This is an optimization exercise on Yosys and OpenROAD, whose aim is small area, not a production implementation. Only simulation tests tie the RTL to the original design; equivalence was not proved. Power figures rest on the tool's default switching activity, not on a simulated workload.

==> cedar <==
==> flow/design.v (excerpt) <==
module cpu(
    input clk,                           
    input RST,                           
    output [23:0] AB,                    
    output sync,                         
    input [7:0] DI,                      
    output reg [7:0] DO,                 
    output WE,                           
    input IRQ,                           
    input NMI,                           
    input RDY,                           
    input debug );                       
 parameter
    SYNC  = 6'd0,
    IMM0  = 6'd1,
    PHA0  = 6'd2,
    PLA0  = 6'd3,
    ZPG0  = 6'd4,
    DATA  = 6'd5,
    ABS0  = 6'd6,
    ABS1  = 6'd7,
    BRA0  = 6'd8,
    JSR0  = 6'd9,
    JSR1  = 6'd10,
    JSR2  = 6'd11,
    RTS0  = 6'd12,
    RTS1  = 6'd13,
    RTS2  = 6'd14,
    JMP0  = 6'd15,
    JMP1  = 6'd16,
    IDX0  = 6'd17,
    IDX1  = 6'd18,
    IDX2  = 6'd19,
    BRK0  = 6'd20,
    BRK1  = 6'd21,
    BRK2  = 6'd22,
    BRK3  = 6'd23,
    RTI0  = 6'd24,
    IND0  = 6'd25,
    IND1  = 6'd26,
    ZPW0  = 6'd27,
    ABW0  = 6'd28,
    ABW1  = 6'd29,
    RMW0  = 6'd30,
    RMW1  = 6'd31,
    BRK4  = 6'd32,
    JMPW  = 6'd33,
    INDW  = 6'd34,
    ABSW  = 6'd35,
  ...
==> flow/config.mk <==
export PLATFORM = sky130hd
export DESIGN_NAME = cpu
export DESIGN_NICKNAME = cpu
export VERILOG_FILES = /design/flow/design.v
export SDC_FILE = /design/flow/constraint.sdc
export NUM_CORES = 4
export LEC_CHECK = 0
export ABC_AREA = 1
export CAP_MARGIN = 20
export CORE_MARGIN = 2
export CORE_UTILIZATION = 75
export GPL_TIMING_DRIVEN = 0
export SLEW_MARGIN = 20
==> flow/constraint.sdc <==
create_clock -name core_clock -period 14.0 [get_ports {clk}]
set_input_delay 2.8000 -clock core_clock [delete_from_list [all_inputs] [get_ports {clk}]]
set_output_delay 2.8000 -clock core_clock [all_outputs]
set_load 0.01 [all_outputs]
standard.sh (not shown) runs the stock make flow with config.mk's settings and CLKGATE_MAP_FILE= SYNTH_SCRIPT=/design/flow/synth_recipe.tcl, a recipe that flattens the netlist after the stock synthesis.
==> flow/flow/run.sh <==
#!/bin/bash
# Own layout flow: the standard flow (standard.sh) with these changes in how
# the layout is made:
#  - synthesis maps the logic with an area-oriented ABC script (flow/abc_area.script)
#    instead of ORFS's; the registers are the standard synthesis's
#  - the repair_design after global placement may not use the large drive strengths
#    listed in flow/place_dont_use (later steps, CTS and timing repair, may)
#  - CTS clusters more sinks per buffer and inserts no dummy loads (flow/cts_args)
#  - the port buffers are the smallest buffer cell (flow/buffer_ports_args)
# Each tool's output is in the ORFS logs; make's own output is in standard_flow.log.
set -euo pipefail
W=$PWD
rm -rf "$W/own_scripts"
cp -r "$FLOW_HOME/scripts" "$W/own_scripts"
cp "$W/flow/abc_area.script" "$W/own_scripts/abc_area.script"
# placement repair_design: extra dont_use list
python3 - "$W/own_scripts/resize.tcl" "$W/flow/place_dont_use" <<'PY'
import sys
f, du = sys.argv[1], open(sys.argv[2]).read().split()
t = open(f).read()
old = "set_dont_use $::env(DONT_USE_CELLS)\n"
assert old in t
t = t.replace(old, old + "set_dont_use {%s}\n" % " ".join(du), 1)
open(f, "w").write(t)
PY
export SCRIPTS_DIR="$W/own_scripts"
export CTS_ARGS="$(cat "$W/flow/cts_args")"
export BUFFER_PORTS_ARGS="$(cat "$W/flow/buffer_ports_args")"
bash standard.sh > "$W/standard_flow.log" 2>&1
==> flow/flow/abc_area.script <==
strash
&get -n
&deepsyn -T 120
&put
strash
dch -f
amap
strash
dch -f
amap
strash
dch -f
amap
strash
dch -f
amap
strash
dch -f
amap
strash
dch -f
amap
topo
==> flow/flow/buffer_ports_args <==
-buffer_cell sky130_fd_sc_hd__buf_1
==> flow/flow/cts_args <==
-sink_clustering_enable -repair_clock_nets -dont_use_dummy_load -sink_clustering_size 25 -sink_clustering_max_diameter 80
==> flow/flow/place_dont_use <==
sky130_fd_sc_hd__*_4 sky130_fd_sc_hd__*_8 sky130_fd_sc_hd__*_12 sky130_fd_sc_hd__*_16 sky130_fd_sc_hd__buf_6
==> inputs of nickel, as changes to cedar <==
--- a/flow/design.v
+++ b/flow/design.v
@@ -900,52 +900,12 @@
         THP0:  state <= SYNC;
         default:  state <= SYNC;
     endcase
 wire st_thrd = (state == THRD);
 wire st_thp0 = (state == THP0);
 wire st_hold = (state == PLA0) | (state == PHA0) | (state == RMW1);
-function [24:0] radd;
-    input [23:0] a;
-    input [23:0] b;
-    input ci;
-    integer k;
-    reg c;
-    begin
-        c = ci;
-        for (k = 0; k < 24; k = k + 1) begin
-            radd[k] = a[k] ^ b[k] ^ c;
-            c = (a[k] & b[k]) | (c & (a[k] ^ b[k]));
-        end
-        radd[24] = c;
-    end
-endfunction
-function [23:0] pfx_and24;
-    input [23:0] a;
-    integer j, k;
-    reg blk;
-    reg run;
-    begin
-        blk = 1'b1;
-        for (j = 0; j < 6; j = j + 1) begin
-            run = blk;
-            for (k = 0; k < 4; k = k + 1) begin
-                pfx_and24[4*j+k] = run;
-                run = run & a[4*j+k];
-            end
-            blk = blk & (&a[4*j +: 4]);
-        end
-    end
-endfunction
-function [15:0] pfx_and16;
-    input [15:0] a;
-    reg [23:0] p;
-    begin
-        p = pfx_and24({8'hff, a});
-        pfx_and16 = p[15:0];
-    end
-endfunction
 function [23:0] sel8;
     input [191:0] v;
     input [7:0] oh;
     input integer w;
     integer k;
     begin
@@ -994,30 +954,29 @@
     endcase
     case( alu_op[1:0] )
         2'b01: alu_ci = 1'b1;
         2'b10: alu_ci = C;
         default: alu_ci = 1'b0;
     endcase
-    { alu_C, alu_out } = radd(alu_ai, alu_bi, alu_ci);
+    {alu_C, alu_out} = alu_ai + alu_bi + alu_ci;
     if( alu_op[8] )
         if( alu_op[7] )
             {alu_out, alu_C} = {alu_si, alu_out};
         else
             {alu_C, alu_out} = {alu_out, alu_si};
     else if( alu_op[7] )
         alu_out = DI;
 end
 reg [23:0] ab_hold;
 always @(posedge clk)
     if( ab_op[7] )
         ab_hold <= AB;
-wire [3:0] T_p1 = {1'b0, T} + 4'd1;
 reg [23:0] base;
 always @* begin
     case( ab_op[4:3] )
-       2'b00: base = {8'h00, 4'h0, T_p1, S_r};
+       2'b00: base = {8'h00, 4'h0, {1'b0, T} + 4'd1, S_r};
        2'b01: base = PCT;
        2'b10: base = ABWDTH ? {DI, DR, D3} : {8'h00, DI, DR};
        2'b11: base = ab_hold;
     endcase
 end
 wire abl_ci = ab_op[0];
@@ -1025,17 +984,14 @@
 wire [7:0] abl_b = (ab_op[2:1] == 2'b01) ? XY :
                    ab_op[2]              ? DI : 8'h00;
 wire [8:0] abl_sum = abl_a + abl_b + abl_ci;
 wire [7:0] ABL = abl_sum[7:0];
 wire abh_ci = ab_op[9] & abl_sum[8];
 wire back = (ab_op[9:8] == 2'b11);
-wire abh_inc = (ab_op[9:8] == 2'b01) | (~back & abh_ci);
-wire abh_dec = back & ~abh_ci;
-wire [15:0] abh_all1 = pfx_and16(base[23:8]);
-wire [15:0] abh_all0 = pfx_and16(~base[23:8]);
-wire [15:0] abh_sum = base[23:8] ^ ((abh_all1 & {16{abh_inc}}) | (abh_all0 & {16{abh_dec}}));
+wire [15:0] abh_b = { {15{back}}, back | (ab_op[9:8] == 2'b01) };
+wire [15:0] abh_sum = base[23:8] + abh_b + abh_ci;
 wire [7:0] ABH = abh_sum[7:0];
 wire [7:0] AB3 = abh_sum[15:8];
 assign AB = { AB3, ABH, ABL };
 assign WE = we_op[0] | (we_op[1] & store);
 always @*
     case( do_op )
@@ -1062,22 +1018,19 @@
 wire we_x = sync & ((sync_we & (reg_dst == SEL_X)) | tts);
 wire we_y = sync & ((sync_we & (reg_dst == SEL_Y)) | thy);
 wire [2:0] a_thr = tat ? TY : T;
 wire s_x = sync & (txs | tst);
 wire we_s = s_x | push | pull;
 wire [2:0] s_thr = tst ? TY : T;
-wire [24:0] s_sum = radd(S_r, { {7{push}}, 1'b1 }, 1'b0);
-wire [7:0] sd = s_x ? X_r : s_sum[7:0];
+wire [7:0] sd = s_x ? X_r : (S_r + { {7{push}}, 1'b1 });
 wire pc_ab = (ab_op[6:5] == 2'b01);
 wire pc_vec = (ab_op[6:5] == 2'b11);
 wire pc_inc = ~(sync & (init_state == THRD));    
-wire [23:0] pc_all1 = pfx_and24(AB);
-wire [23:0] pc_sum = AB ^ (pc_all1 & {24{pc_inc}});
 wire [23:0] pcw = st_thp0 ? { DI, DR, D3 } :
                   pc_vec  ? 24'hfffffd :
-                            pc_sum[23:0];
+                            AB + pc_inc;
 wire [2:0] pc_thr = st_thp0 ? TY : T;
 wire pc_we = st_thp0 | pc_ab | pc_vec;
 always @(posedge clk)
     if( RST )
         lag <= 1'b0;
     else
==> flow/flow/run.sh (replaced) <==
#!/bin/bash
# Own layout flow: the standard flow (standard.sh), with two changes in how
# the layout is made:
#  - synthesis maps the logic with an area-oriented ABC script (flow/abc_area.script)
#    instead of ORFS's, which buffers and upsizes; registers are untouched
#  - CTS uses smaller clock buffers and no dummy loads (optional, see CTS_ARGS)
set -euo pipefail
W=$PWD
rm -rf "$W/own_scripts"
cp -r "$FLOW_HOME/scripts" "$W/own_scripts"
cp "$W/flow/abc_area.script" "$W/own_scripts/abc_area.script"
export SCRIPTS_DIR="$W/own_scripts"
if [[ -f "$W/flow/cts_args" ]]; then
  export CTS_ARGS="$(cat "$W/flow/cts_args")"
fi
bash standard.sh > "$W/standard_flow.log" 2>&1
==> flow/flow/abc_area.script (replaced) <==
strash
dch -f
amap
strash
dch -f
amap
topo
==> flow/config.mk (replaced) <==
export PLATFORM = sky130hd
export DESIGN_NAME = cpu
export DESIGN_NICKNAME = cpu
export VERILOG_FILES = /design/flow/design.v
export SDC_FILE = /design/flow/constraint.sdc
export NUM_CORES = 4
export LEC_CHECK = 0
export ABC_AREA = 1
export CAP_MARGIN = 20
export CORE_MARGIN = 2
export CORE_UTILIZATION = 40
export SLEW_MARGIN = 20
removed: flow/flow/buffer_ports_args
removed: flow/flow/cts_args
removed: flow/flow/place_dont_use
==> inputs of juniper, as changes to cedar <==
--- a/flow/design.v
+++ b/flow/design.v
@@ -900,52 +900,12 @@
         THP0:  state <= SYNC;
         default:  state <= SYNC;
     endcase
 wire st_thrd = (state == THRD);
 wire st_thp0 = (state == THP0);
 wire st_hold = (state == PLA0) | (state == PHA0) | (state == RMW1);
-function [24:0] radd;
-    input [23:0] a;
-    input [23:0] b;
-    input ci;
-    integer k;
-    reg c;
-    begin
-        c = ci;
-        for (k = 0; k < 24; k = k + 1) begin
-            radd[k] = a[k] ^ b[k] ^ c;
-            c = (a[k] & b[k]) | (c & (a[k] ^ b[k]));
-        end
-        radd[24] = c;
-    end
-endfunction
-function [23:0] pfx_and24;
-    input [23:0] a;
-    integer j, k;
-    reg blk;
-    reg run;
-    begin
-        blk = 1'b1;
-        for (j = 0; j < 6; j = j + 1) begin
-            run = blk;
-            for (k = 0; k < 4; k = k + 1) begin
-                pfx_and24[4*j+k] = run;
-                run = run & a[4*j+k];
-            end
-            blk = blk & (&a[4*j +: 4]);
-        end
-    end
-endfunction
-function [15:0] pfx_and16;
-    input [15:0] a;
-    reg [23:0] p;
-    begin
-        p = pfx_and24({8'hff, a});
-        pfx_and16 = p[15:0];
-    end
-endfunction
 function [23:0] sel8;
     input [191:0] v;
     input [7:0] oh;
     input integer w;
     integer k;
     begin
@@ -994,30 +954,29 @@
     endcase
     case( alu_op[1:0] )
         2'b01: alu_ci = 1'b1;
         2'b10: alu_ci = C;
         default: alu_ci = 1'b0;
     endcase
-    { alu_C, alu_out } = radd(alu_ai, alu_bi, alu_ci);
+    {alu_C, alu_out} = alu_ai + alu_bi + alu_ci;
     if( alu_op[8] )
         if( alu_op[7] )
             {alu_out, alu_C} = {alu_si, alu_out};
         else
             {alu_C, alu_out} = {alu_out, alu_si};
     else if( alu_op[7] )
         alu_out = DI;
 end
 reg [23:0] ab_hold;
 always @(posedge clk)
     if( ab_op[7] )
         ab_hold <= AB;
-wire [3:0] T_p1 = {1'b0, T} + 4'd1;
 reg [23:0] base;
 always @* begin
     case( ab_op[4:3] )
-       2'b00: base = {8'h00, 4'h0, T_p1, S_r};
+       2'b00: base = {8'h00, 4'h0, {1'b0, T} + 4'd1, S_r};
        2'b01: base = PCT;
        2'b10: base = ABWDTH ? {DI, DR, D3} : {8'h00, DI, DR};
        2'b11: base = ab_hold;
     endcase
 end
 wire abl_ci = ab_op[0];
@@ -1025,17 +984,14 @@
 wire [7:0] abl_b = (ab_op[2:1] == 2'b01) ? XY :
                    ab_op[2]              ? DI : 8'h00;
 wire [8:0] abl_sum = abl_a + abl_b + abl_ci;
 wire [7:0] ABL = abl_sum[7:0];
 wire abh_ci = ab_op[9] & abl_sum[8];
 wire back = (ab_op[9:8] == 2'b11);
-wire abh_inc = (ab_op[9:8] == 2'b01) | (~back & abh_ci);
-wire abh_dec = back & ~abh_ci;
-wire [15:0] abh_all1 = pfx_and16(base[23:8]);
-wire [15:0] abh_all0 = pfx_and16(~base[23:8]);
-wire [15:0] abh_sum = base[23:8] ^ ((abh_all1 & {16{abh_inc}}) | (abh_all0 & {16{abh_dec}}));
+wire [15:0] abh_b = { {15{back}}, back | (ab_op[9:8] == 2'b01) };
+wire [15:0] abh_sum = base[23:8] + abh_b + abh_ci;
 wire [7:0] ABH = abh_sum[7:0];
 wire [7:0] AB3 = abh_sum[15:8];
 assign AB = { AB3, ABH, ABL };
 assign WE = we_op[0] | (we_op[1] & store);
 always @*
     case( do_op )
@@ -1062,22 +1018,19 @@
 wire we_x = sync & ((sync_we & (reg_dst == SEL_X)) | tts);
 wire we_y = sync & ((sync_we & (reg_dst == SEL_Y)) | thy);
 wire [2:0] a_thr = tat ? TY : T;
 wire s_x = sync & (txs | tst);
 wire we_s = s_x | push | pull;
 wire [2:0] s_thr = tst ? TY : T;
-wire [24:0] s_sum = radd(S_r, { {7{push}}, 1'b1 }, 1'b0);
-wire [7:0] sd = s_x ? X_r : s_sum[7:0];
+wire [7:0] sd = s_x ? X_r : (S_r + { {7{push}}, 1'b1 });
 wire pc_ab = (ab_op[6:5] == 2'b01);
 wire pc_vec = (ab_op[6:5] == 2'b11);
 wire pc_inc = ~(sync & (init_state == THRD));    
-wire [23:0] pc_all1 = pfx_and24(AB);
-wire [23:0] pc_sum = AB ^ (pc_all1 & {24{pc_inc}});
 wire [23:0] pcw = st_thp0 ? { DI, DR, D3 } :
                   pc_vec  ? 24'hfffffd :
-                            pc_sum[23:0];
+                            AB + pc_inc;
 wire [2:0] pc_thr = st_thp0 ? TY : T;
 wire pc_we = st_thp0 | pc_ab | pc_vec;
 always @(posedge clk)
     if( RST )
         lag <= 1'b0;
     else
==> flow/flow/run.sh (replaced) <==
#!/bin/bash
# Own layout flow: the standard flow (standard.sh), with two changes in how
# the layout is made:
#  - synthesis maps the logic with an area-oriented ABC script (flow/abc_area.script)
#    instead of ORFS's, which buffers and upsizes; registers are untouched
#  - CTS uses smaller clock buffers and no dummy loads (optional, see CTS_ARGS)
set -euo pipefail
W=$PWD
rm -rf "$W/own_scripts"
cp -r "$FLOW_HOME/scripts" "$W/own_scripts"
cp "$W/flow/abc_area.script" "$W/own_scripts/abc_area.script"
export SCRIPTS_DIR="$W/own_scripts"
if [[ -f "$W/flow/cts_args" ]]; then
  export CTS_ARGS="$(cat "$W/flow/cts_args")"
fi
bash standard.sh > "$W/standard_flow.log" 2>&1
==> flow/flow/abc_area.script (replaced) <==
strash
&get -n
&deepsyn -T 120
&put
dch -f
amap
topo
==> flow/config.mk (replaced) <==
export PLATFORM = sky130hd
export DESIGN_NAME = cpu
export DESIGN_NICKNAME = cpu
export VERILOG_FILES = /design/flow/design.v
export SDC_FILE = /design/flow/constraint.sdc
export NUM_CORES = 4
export LEC_CHECK = 0
export ABC_AREA = 1
export CAP_MARGIN = 0
export CORE_MARGIN = 2
export CORE_UTILIZATION = 65
export GPL_TIMING_DRIVEN = 0
export SLEW_MARGIN = 0
removed: flow/flow/buffer_ports_args
removed: flow/flow/cts_args
removed: flow/flow/place_dont_use
==> comparison table <==
item	nickel	cedar	juniper
Mean routed wirelength per cell	27.5 µm	-	32.8 µm
Sum of negative setup slack	0 ns	-	0 ns
Run status	timing/DRC/antenna clean	stopped before the end	failed layout checks
Stage where the flow stopped	-	5_1_grt	-
Reasons for failing layout checks	-	-	capacitance limit, slew limit
Cell count after placement	3403	2680	2801
Cell type with the highest occurrence count on the critical path	sky130_fd_sc_hd__a21oi_1	-	sky130_fd_sc_hd__nor2_1
Fraction of the mapped netlist area in adder cells	3.30%	2.87%	3.40%
Clock transition at the registers of the reported paths	0.06 ns	-	0.07 ns
Final Non-Filler Cells	3515	-	2927
Sequential Area	16500 µm²	-	16500 µm²
Worst slack on hold paths	0.544 ns	-	0.517 ns
FF-to-FF setup slack	3.17 ns	-	2.85 ns
Final core utilization	47.2%	-	75.9%
Clock network power share	18.1%	-	20.4%
Post-cts sizing count	0	27	67
Met1 layer wirelength in the final routing	40000 µm	-	31200 µm
Detailed router's first-iteration violation count	2931	-	4915
Post-DRT Antenna Nets	0	-	0
Fin nets	2673	-	2435
Critical-path top delay cell	sky130_fd_sc_hd__clkdlybuf4s50_1	-	sky130_fd_sc_hd__dfxtp_1

[re-timing with driven ports]
In the flow no input, the clock included, has a driving cell. The finished layouts below were timed again as built, in two steps. Step 1 (the two cells are an assumption about what drives the block):
set clk [get_ports {clk}]
set_driving_cell -lib_cell sky130_fd_sc_hd__clkbuf_16 $clk
set_driving_cell -lib_cell sky130_fd_sc_hd__buf_2 [delete_from_list [all_inputs] $clk]
Step 2 adds t to the input delays and takes it off the output delays; t is the mean of the earliest and latest rising clock arrival at the registers after step 1. Input paths then give back, and output paths get back, about the clock's delay inside the block. Three values: ideal ports, drivers, drivers and shift; two values: the first two.
run | t, ns | setup slack, ns | hold WS [ns] | worst slew at a driven data input, ns
nickel | 0.704 | 0.715 / 0.688 / 0.688 | 0.544 / 0.544 / 0.544 | 0.04
juniper | 0.693 | 0.542 / 0.483 / 0.541 | 0.517 / 0.517 / 0.517 | 0.04
The setup slack of nickel, which loses most, moves by -0.027 ns with the drivers and by -0.027 ns with both steps.
